Context: an optimization exercise on an open-source flow, tuned for small area and a short achievable clock period. The choices shown serve that exercise and are no tape-out recipe.
Only simulation tests tie the RTL to the original design; equivalence was not proved.
Power figures rest on the tool's default switching activity, not on a simulated workload.

==> design.v <==
module calc_tile_n #(
    parameter int GLB_BYTES = 64*1024,   
    parameter int BYTES_I   = 1,           
    parameter int BYTES_W   = 1,           
    parameter int BYTES_P   = 2            
)(
    input logic [1:0] layer_type,  
    input logic [7:0] out_C,  
    input  logic [1:0]  kH,           
    input  logic [1:0]  kW,       
    input  logic [7:0]  tile_D,       
    input  logic [7:0]  tile_K,      
    input  logic [7:0]  tile_D_f,     
    input  logic [7:0]  tile_K_f,    
    input   logic [7:0] M1,  
    input   logic [7:0] M2,  
    input   logic [7:0] M3,  
    output logic [31:0]  tile_n  
);
logic [31:0] n_max;
logic [31:0] tmp1, tmp2, tmp3, tmp4;
assign tmp1 = kH * kW * tile_D_f * tile_K_f * BYTES_W;  
assign tmp2 = tile_K * BYTES_P;  
assign tmp3 = M2 * M3 * tile_K * BYTES_P;
assign tmp4 = M1 * tile_D * BYTES_I + M3 * tile_K * BYTES_P;
assign n_max = (GLB_BYTES - tmp1 - tmp2 + tmp3) / tmp4;  
always_comb begin
    if (layer_type == 2'd0)
        tile_n = {n_max[31:2], 2'b0};
    else
        tile_n = n_max;  
end
endmodule
module Layer_Decoder #(
    parameter int GLB_BYTES  = 64*1024,  
    parameter int BYTES_I    = 1,  
    parameter int BYTES_W    = 1,  
    parameter int BYTES_P    = 2   
) (
    input  logic         clk,
    input  logic         rst_n,
    input logic uLD_en_i,  
    input  logic [5:0]   layer_id_i,
    input  logic [1:0]   layer_type_i,      
    input  logic [7:0]   in_R_i, in_C_i,    
    input  logic [10:0]   in_D_i, out_K_i,   
    input  logic [1:0]   stride_i,          
    input  logic [1:0]   pad_T_i, pad_B_i, pad_L_i, pad_R_i,
    input  logic [31:0]  base_ifmap_i,
    input  logic [31:0]  base_weight_i,
    input  logic [31:0]  base_bias_i,
    input  logic [31:0]  base_ofmap_i,
    input  logic [3:0]   flags_i,          
    input  logic [7:0]   quant_scale_i,    
    output logic [5:0]   layer_id_o,
    output logic [1:0]   layer_type_o,
    output logic [7:0]   padded_R_o, padded_C_o,
    output logic [10:0]   in_D_o, out_K_o,
    output logic [1:0]   stride_o,
    output logic [1:0]   pad_T_o, pad_B_o, pad_L_o, pad_R_o,
    output logic [1:0]   kH_o, kW_o,  
    output logic [31:0]  base_ifmap_o,
    output logic [31:0]  base_weight_o,
    output logic [31:0]  base_bias_o,
    output logic [31:0]  base_ofmap_o,
    output logic [3:0]   flags_o,
    output logic [5:0]   quant_scale_o,
    output logic [31:0]  tile_n_o,  
    output logic [7:0]   tile_D_o,
    output logic [7:0]   tile_K_o,
    output logic [7:0]   tile_D_f_o,  
    output logic [7:0]   tile_K_f_o,  
    output logic [7:0]   in_R_o,
    output logic [7:0]   in_C_o,
    output logic [7:0]   out_R_o,
    output logic [7:0]   out_C_o 
);
logic [7:0] padded_R, padded_C;
logic [1:0] kH, kW;
logic [7:0] out_R, out_C;
logic [7:0] tile_D, tile_K;
logic [7:0] tile_D_f, tile_K_f;
logic [31:0] tile_n;  
always_comb begin
    unique case (layer_type_i)
        2'd0: begin kH = 2'd1; kW = 2'd1; end  
        2'd1: begin kH = 2'd3; kW = 2'd3; end  
        2'd2: begin kH = 2'd1; kW = 2'd1; end  
        default: begin kH = 2'd3; kW = 2'd3; end
    endcase
end
always_comb begin
    unique case (layer_type_i)
        2'd0: begin tile_D = 11'd32; tile_K = 11'd32; end   
        2'd1: begin tile_D = 11'd10;  tile_K = 11'd10; end  
        2'd2: begin tile_D = 11'd10; tile_K = 11'd10; end   
        default: begin tile_D = 11'd32; tile_K = 11'd32; end
    endcase
end
always_comb begin
    unique case (layer_type_i)
        2'd0: begin tile_D_f = 11'd32; tile_K_f = 11'd32; end   
        2'd1: begin tile_D_f = 11'd1;  tile_K_f = 11'd10; end   
        2'd2: begin tile_D_f = 11'd10; tile_K_f = 11'd10; end   
        default: begin tile_D_f = 11'd32; tile_K_f = 11'd32; end
    endcase
end
logic [7:0] M1, M2, M3;
always_comb begin
    unique case (layer_type_i)
        2'd0: begin M1 = 8'd1; M2 = 8'd0; M3 = 8'd1; end  
        2'd1: begin M1 = in_C_i; M2 = 8'd2; M3 = out_C; end  
        2'd2: begin M1 = 8'd1; M2 = 8'd0; M3 = 8'd1; end  
        default: begin M1 = 8'd1; M2 = 8'd0; M3 = 8'd1; end  
    endcase
end
assign padded_R = in_R_i + pad_T_i + pad_B_i;  
assign padded_C = in_C_i + pad_L_i + pad_R_i;  
assign out_R = ((padded_R - kH + stride_i - 1)/stride_i ) + 1;
assign out_C =  ((padded_C - kW + stride_i - 1)/stride_i) + 1;
calc_tile_n #(
    .GLB_BYTES(GLB_BYTES),
    .BYTES_I(BYTES_I),
    .BYTES_W(BYTES_W),
    .BYTES_P(BYTES_P)
) calc_n_max_u (
    .layer_type(layer_type_i),
    .out_C(out_C),
    .kH(kH),
    .kW(kW),   
    .tile_D(tile_D), 
    .tile_K(tile_K),
    .tile_D_f(tile_D_f),
    .tile_K_f(tile_K_f),
    .M1(M1),  
    .M2(M2),  
    .M3(M3),  
    .tile_n(tile_n)
);
always_ff @(posedge clk or negedge rst_n) begin
    if (!rst_n) begin
        layer_id_o      <= 6'd0;
        layer_type_o    <= 2'd0;
        padded_R_o      <= 8'd0; 
        padded_C_o      <= 8'd0;
        kH_o           <= 2'd0;
        kW_o           <= 2'd0;
        in_D_o          <= 11'd0; 
        out_K_o         <= 11'd0;
        stride_o        <= 2'd0;
        pad_T_o         <= 2'd0; 
        pad_B_o         <= 2'd0;
        pad_L_o         <= 2'd0; 
        pad_R_o         <= 2'd0;
        base_ifmap_o    <= 32'd0;
        base_weight_o   <= 32'd0;
        base_bias_o     <= 32'd0;
        base_ofmap_o    <= 32'd0;
        flags_o         <= 4'd0;
        quant_scale_o   <= 6'd0;
        tile_n_o         <= 32'd0;
        tile_D_o        <= 8'd0;
        tile_K_o        <= 8'd0;
        tile_D_f_o      <= 8'd0;
        tile_K_f_o      <= 8'd0;
        in_R_o          <= 8'd0;
        in_C_o          <= 8'd0;
        out_R_o         <= 8'd0;
        out_C_o         <= 8'd0;
    end 
    else if(uLD_en_i) begin
        layer_id_o      <= layer_id_i;
        layer_type_o    <= layer_type_i;
        padded_R_o      <= padded_R;   
        padded_C_o      <= padded_C;   
        kH_o           <= kH;
        kW_o           <= kW;
        in_D_o          <= in_D_i;   
        out_K_o         <= out_K_i;
        stride_o        <= stride_i;
        pad_T_o         <= pad_T_i;  
        pad_B_o         <= pad_B_i;
        pad_L_o         <= pad_L_i;  
        pad_R_o         <= pad_R_i;
        base_ifmap_o    <= base_ifmap_i;
        base_weight_o   <= base_weight_i;
        base_bias_o     <= base_bias_i;
        base_ofmap_o    <= base_ofmap_i;
        flags_o         <= flags_i;
        quant_scale_o   <= quant_scale_i;
        tile_n_o         <= tile_n;
        tile_D_o        <= tile_D;
        tile_K_o        <= tile_K;
        tile_D_f_o        <= tile_D_f;
        tile_K_f_o        <= tile_K_f;
        in_R_o          <= in_R_i;
        in_C_o          <= in_C_i;
        out_R_o         <= out_R;
        out_C_o         <= out_C;
    end
end
endmodule
==> run.sh <==
#!/bin/bash
# synth_recipe.tcl (not shown) runs the flow's synth.tcl, then flattens the netlist and writes it again
# the make line also repeats each setting of config.mk as NAME=value (left out here)
make -C /OpenROAD-flow-scripts/flow DESIGN_CONFIG=/design/flow/config.mk WORK_HOME=/design/flow/orfs CLKGATE_MAP_FILE= SYNTH_SCRIPT=/design/flow/synth_recipe.tcl finish
==> config.mk <==
export PLATFORM = sky130hd
export DESIGN_NAME = Layer_Decoder
export DESIGN_NICKNAME = Layer_Decoder
export VERILOG_FILES = /design/flow/design.v
export SDC_FILE = /design/flow/constraint.sdc
export NUM_CORES = 4
export LEC_CHECK = 0
export CAP_MARGIN = 20
export CORE_MARGIN = 2
export CORE_UTILIZATION = 40
export SLEW_MARGIN = 20
==> constraint.sdc <==
create_clock -name core_clock -period 200.0 [get_ports {clk}]
set_input_delay 40.0000 -clock core_clock [delete_from_list [all_inputs] [get_ports {clk}]]
set_output_delay 40.0000 -clock core_clock [all_outputs]
set_load 0.01 [all_outputs]
==> flow_summary.json <==
{
  "fin_cells": 12360,
  "p_sw_share_pct": 52.87,
  "cap_violations": 0,
  "setup_tns_ns": 0,
  "syn_area_per_cell_um2": 7.320,
  "synth-edff-count": 0,
  "fin_util_pct": 50.83,
  "yosysSeqAreaShare_pct": 9.909,
  "rrSetupSlack_ns": 199.06,
  "die_height_um": 412.3,
  "crit_fanout": 26,
  "ys.flop_type": "dfrtp_1",
  "fmax_ghz": 0.005229,
  "crit_path_end_kind": "register",
  "synth-async-reset-ratio_pct": 100.0,
  "clock_latency_ns": 0.65,
  "grt_max_degree": 90,
  "nNetsFinal": 11040,
  "track_usage_pct": 26.58,
  "use_met3_pct": 2.636,
  "synthesis.area_mm2": 0.06667,
  "use_met1_pct": 38.36,
  "critical_path.max_stage_delay_ns": 0.68,
  "fillers": 16420,
  "postRouteAntennaNets": 0,
  "period_needed_ns": 191.26,
  "sequentialPower_mw": 0.0668,
  "postCtsHoldBufs": 0,
  "critPathTopFamily": "compound AO/OA/AOI/OAI gates",
  "path_depth": 1112,
  "cts_buffer_depth": 3,
  "start_util_pct": 40.36,
  "dp.cells": 12060,
  "die_x_um": 412.3,
  "ff2ff_path_depth": 1,
  "report.final.slew_viol_count": 0,
  "clk_pin_slew_ns": 0.06,
  "yosysWarnings": 2,
  "ios": 493,
  "r2r-start": "out_C_o[1]$_DFFE_PN0P_",
  "slew_headroom_pct": 25.90,
  "combinationalPower_mw": 189,
  "vias": 73850,
  "num_antenna_cells": 0,
  "dieArea_mm2": 0.1700,
  "finalCritPeriodShare_pct": 95.63,
  "cts-root-buf": "clkbuf_16",
  "worstHoldStart": "tile_n_o[1]$_DFFE_PN0P_",
  "setup_violations": 0,
  "grt_pass1_vias": 68330,
  "p_sw_mw": 100.1,
  "synth.distinct_cells": 154,
  "intPower_mw": 89.27,
  "p_comb_share_pct": 99.9,
  "clk-power_mw": 0.0607,
  "crit_end": "tile_n_o[0]$_DFFE_PN0P_",
  "start_kind": "input pin",
  "cpMaxStageDelayCell": "or4_4",
  "synthCells": 9108,
  "top_power_group": "combinational cells",
  "antenna_found_initial": 7,
  "drc": 0,
  "met2_usage_pct": 43.02,
  "grt_pass1_wl_mm": 374.0,
  "drive_gt1_share_pct": 21.18,
  "rows": 149,
  "totalWireLength_mm": 241.0,
  "tightest_slew_ns": 1.083,
  "place_congestion": 0.9219,
  "hold_path_depth": 2,
  "powerDensity_mw_per_mm2": 2256,
  "top_usage_layer": "met2",
  "dp_hpwl_mm": 195.8,
  "fin_worst_skew_ns": 0,
  "seq_power_share_pct": 0,
  "clock-sinks": 264,
  "critPathRequiredTime_ns": 200.49,
  "hp-class": "reg -> reg",
  "drt_iter0_drc": 5348,
  "critPathBufInv": 205,
  "cp-startpoint": "pad_R_i[1]",
  "firstDrtPassIters": 8,
  "critPathArrivalTime_ns": 191.75,
  "crit_top_cell": "a21oi_2",
  "core_area_mm2": 0.1652,
  "yosys_register_bits": 264,
  "via_per_inst": 5.975,
  "hold_viol": 0,
  "syn_to_final_growth_pct": 25.94,
  "leakage_nw": 34.95,
  "r2r-end": "out_C_o[1]$_DFFE_PN0P_",
  "hold_path_end": "tile_n_o[1]$_DFFE_PN0P_",
  "cts_tree": "yes",
  "cts_made_buffers": 30,
  "htree_levels": 1,
  "clkPwrFrac_pct": 0,
  "vdd_drop_max_mv": 5.837,
  "crit_type": "in -> reg",
  "status": "finished clean",
  "routedWlPerCell_um": 19.50,
  "port_buffers": 471,
  "rsz0062_at_grt": "yes",
  "overflow": 0
}
## cell usage in the layout, fill, tap and decap left out, types with 122 or more instances in the layout
cell | netlist | final
inv_1 | 491 | 477
a21oi_2 | 9 | 197
mux2_2 | 338 | 337
o21ai_0 | 396 | 345
nor3_1 | 366 | 341
nand2_1 | 651 | 621
nand3_1 | 289 | 271
a21oi_1 | 737 | 523
buf_4 | 41 | 771
nor2_1 | 921 | 829
xnor2_1 | 407 | 392
nand4_1 | 135 | 135
xor2_1 | 290 | 285
and2_1 | 134 | 122
dfrtp_1 | 264 | 264
clkdlybuf4s50_1 | 0 | 458
o21a_1 | 244 | 231
ha_1 | 640 | 594
## final cells by class
class	count	area, um2	area share (%)
clock buffers	39	844.6	1.006
clock inverters	14	200.2	0.2384
inverters	499	1879	2.238
multi-input cells	8098	61000	72.65
flip-flops and latches	264	6606	7.868
well taps	2189	2739	3.262
repair buffers	1256	10700	12.74
## registers in the layout, indices dropped and copies added, names as in the netlist, 4 cells and up
signal,flops
base_ifmap_o,32
out_K_o,11
layer_id_o,6
flags_o,4
in_D_o,11
padded_C_o,8
base_bias_o,32
out_C_o,8
out_R_o,8
in_C_o,8
padded_R_o,8
in_R_o,8
base_weight_o,32
base_ofmap_o,32
tile_n_o,32
quant_scale_o,6
## metrics by stage
stage                     setup WS, ns  hold slack (ns)  total power, mW  instance area [um2]
after global routing            -1.719           0.5115            189.7                83960
after detailed placement        -2.329           0.4688            178.9                78850
after global placement          -1.084           0.4683            177.3                78850
after CTS                      0.03932           0.4848            179.4                80110
after floorplan                0.01253           0.5183            158.8                68980
final                            8.741           0.4795            189.4                83960
## cells in the mapped netlist, types with 33 or more instances
| cell | n | area share [%] |
|---|---|---|
| or4_1 | 62 | 0.70 |
| nor2b_1 | 117 | 1.1 |
| nand2_1 | 651 | 3.7 |
| a21oi_1 | 737 | 5.5 |
| nor3_1 | 366 | 2.7 |
| buf_2 | 44 | 0.33 |
| a21boi_0 | 40 | 0.45 |
| buf_1 | 33 | 0.19 |
| nor4_1 | 107 | 1.0 |
| clkbuf_1 | 168 | 0.95 |
| o31ai_1 | 73 | 0.82 |
| o211ai_1 | 82 | 0.92 |
| nand2b_1 | 99 | 0.93 |
| xor2_1 | 290 | 3.8 |
| buf_4 | 41 | 0.46 |
| a211oi_1 | 71 | 0.80 |
| nand4_1 | 135 | 1.3 |
| or2_2 | 130 | 1.2 |
| mux2i_1 | 102 | 1.5 |
| and3_1 | 123 | 1.2 |
| and4_1 | 53 | 0.70 |
| o21bai_1 | 53 | 0.60 |
| nor2_1 | 921 | 5.2 |
| a21o_1 | 110 | 1.2 |
| a31oi_1 | 108 | 1.0 |
| ha_1 | 640 | 12 |
| and2_1 | 134 | 1.3 |
| o21ai_0 | 396 | 3.0 |
| or3_1 | 114 | 1.1 |
| nand3_1 | 289 | 2.2 |
| xnor2_1 | 407 | 5.3 |
| o21a_1 | 244 | 2.7 |
| mux2_2 | 338 | 5.7 |
| dfrtp_1 | 264 | 9.9 |
| nand3b_1 | 39 | 0.44 |
| inv_1 | 491 | 2.8 |
| fa_1 | 47 | 1.4 |
| o31a_1 | 46 | 0.60 |
| o2111ai_1 | 35 | 0.46 |
| o21ai_1 | 64 | 0.48 |
## timing repair
| action | CTS | global route |
|---|---|---|
| pin swaps | 7 | 462 |
| setup endpoints to repair | 1 | 4 |
| setup buffers | 11 | 235 |
| resized for setup | 29 | 423 |
| endpoints found under the hold margin | 0 | 0 |
## per-layer routing
layer  share of wire, %  up-vias
li1                   -    36090
met1                 47    35560
met2                 46     1977
met3                5.6      229
met4                1.8        0
met5                  0        -
## cell families after synthesis
| kind of cell | after synthesis | share of synthesized area (%) |
|---|---|---|
| flip-flops | 264 | 9.909 |
| multiplexers | 444 | 7.315 |
| AND/OR/NAND/NOR | 3578 | 28.07 |
| adder cells (fa/ha/maj) | 702 | 13.65 |
| XOR/XNOR | 708 | 9.481 |
| buffers and inverters | 785 | 4.733 |
| other | 2 | 0.01126 |
| AO/OA/AOI/OAI | 2625 | 26.83 |

==> separate check: timing with driven ports <==
Ports are ideal in the flow. The routed layout listed here was re-timed in OpenROAD. Step 1, drivers: a clkbuf_16 drives clk and a buf_2 each remaining input, both assumed. Step 2 adds t to the input delays and takes it off the output delays; t is the mean of the earliest and latest rising clock arrival at the registers after step 1. Input paths then give back, and output paths get back, about the clock's delay inside the block. Slacks: no drivers / after step 1 / after step 2; pairs: no drivers / after step 1.
t, ns: 0.702
setup WS [ns]: 8.741 / 8.769 / 8.067
worst setup path after step 2: input to register
After both steps setup and hold are still met in this run. For this run, drivers alone change the setup slack by +0.028 ns; drivers and shift together by -0.674 ns.
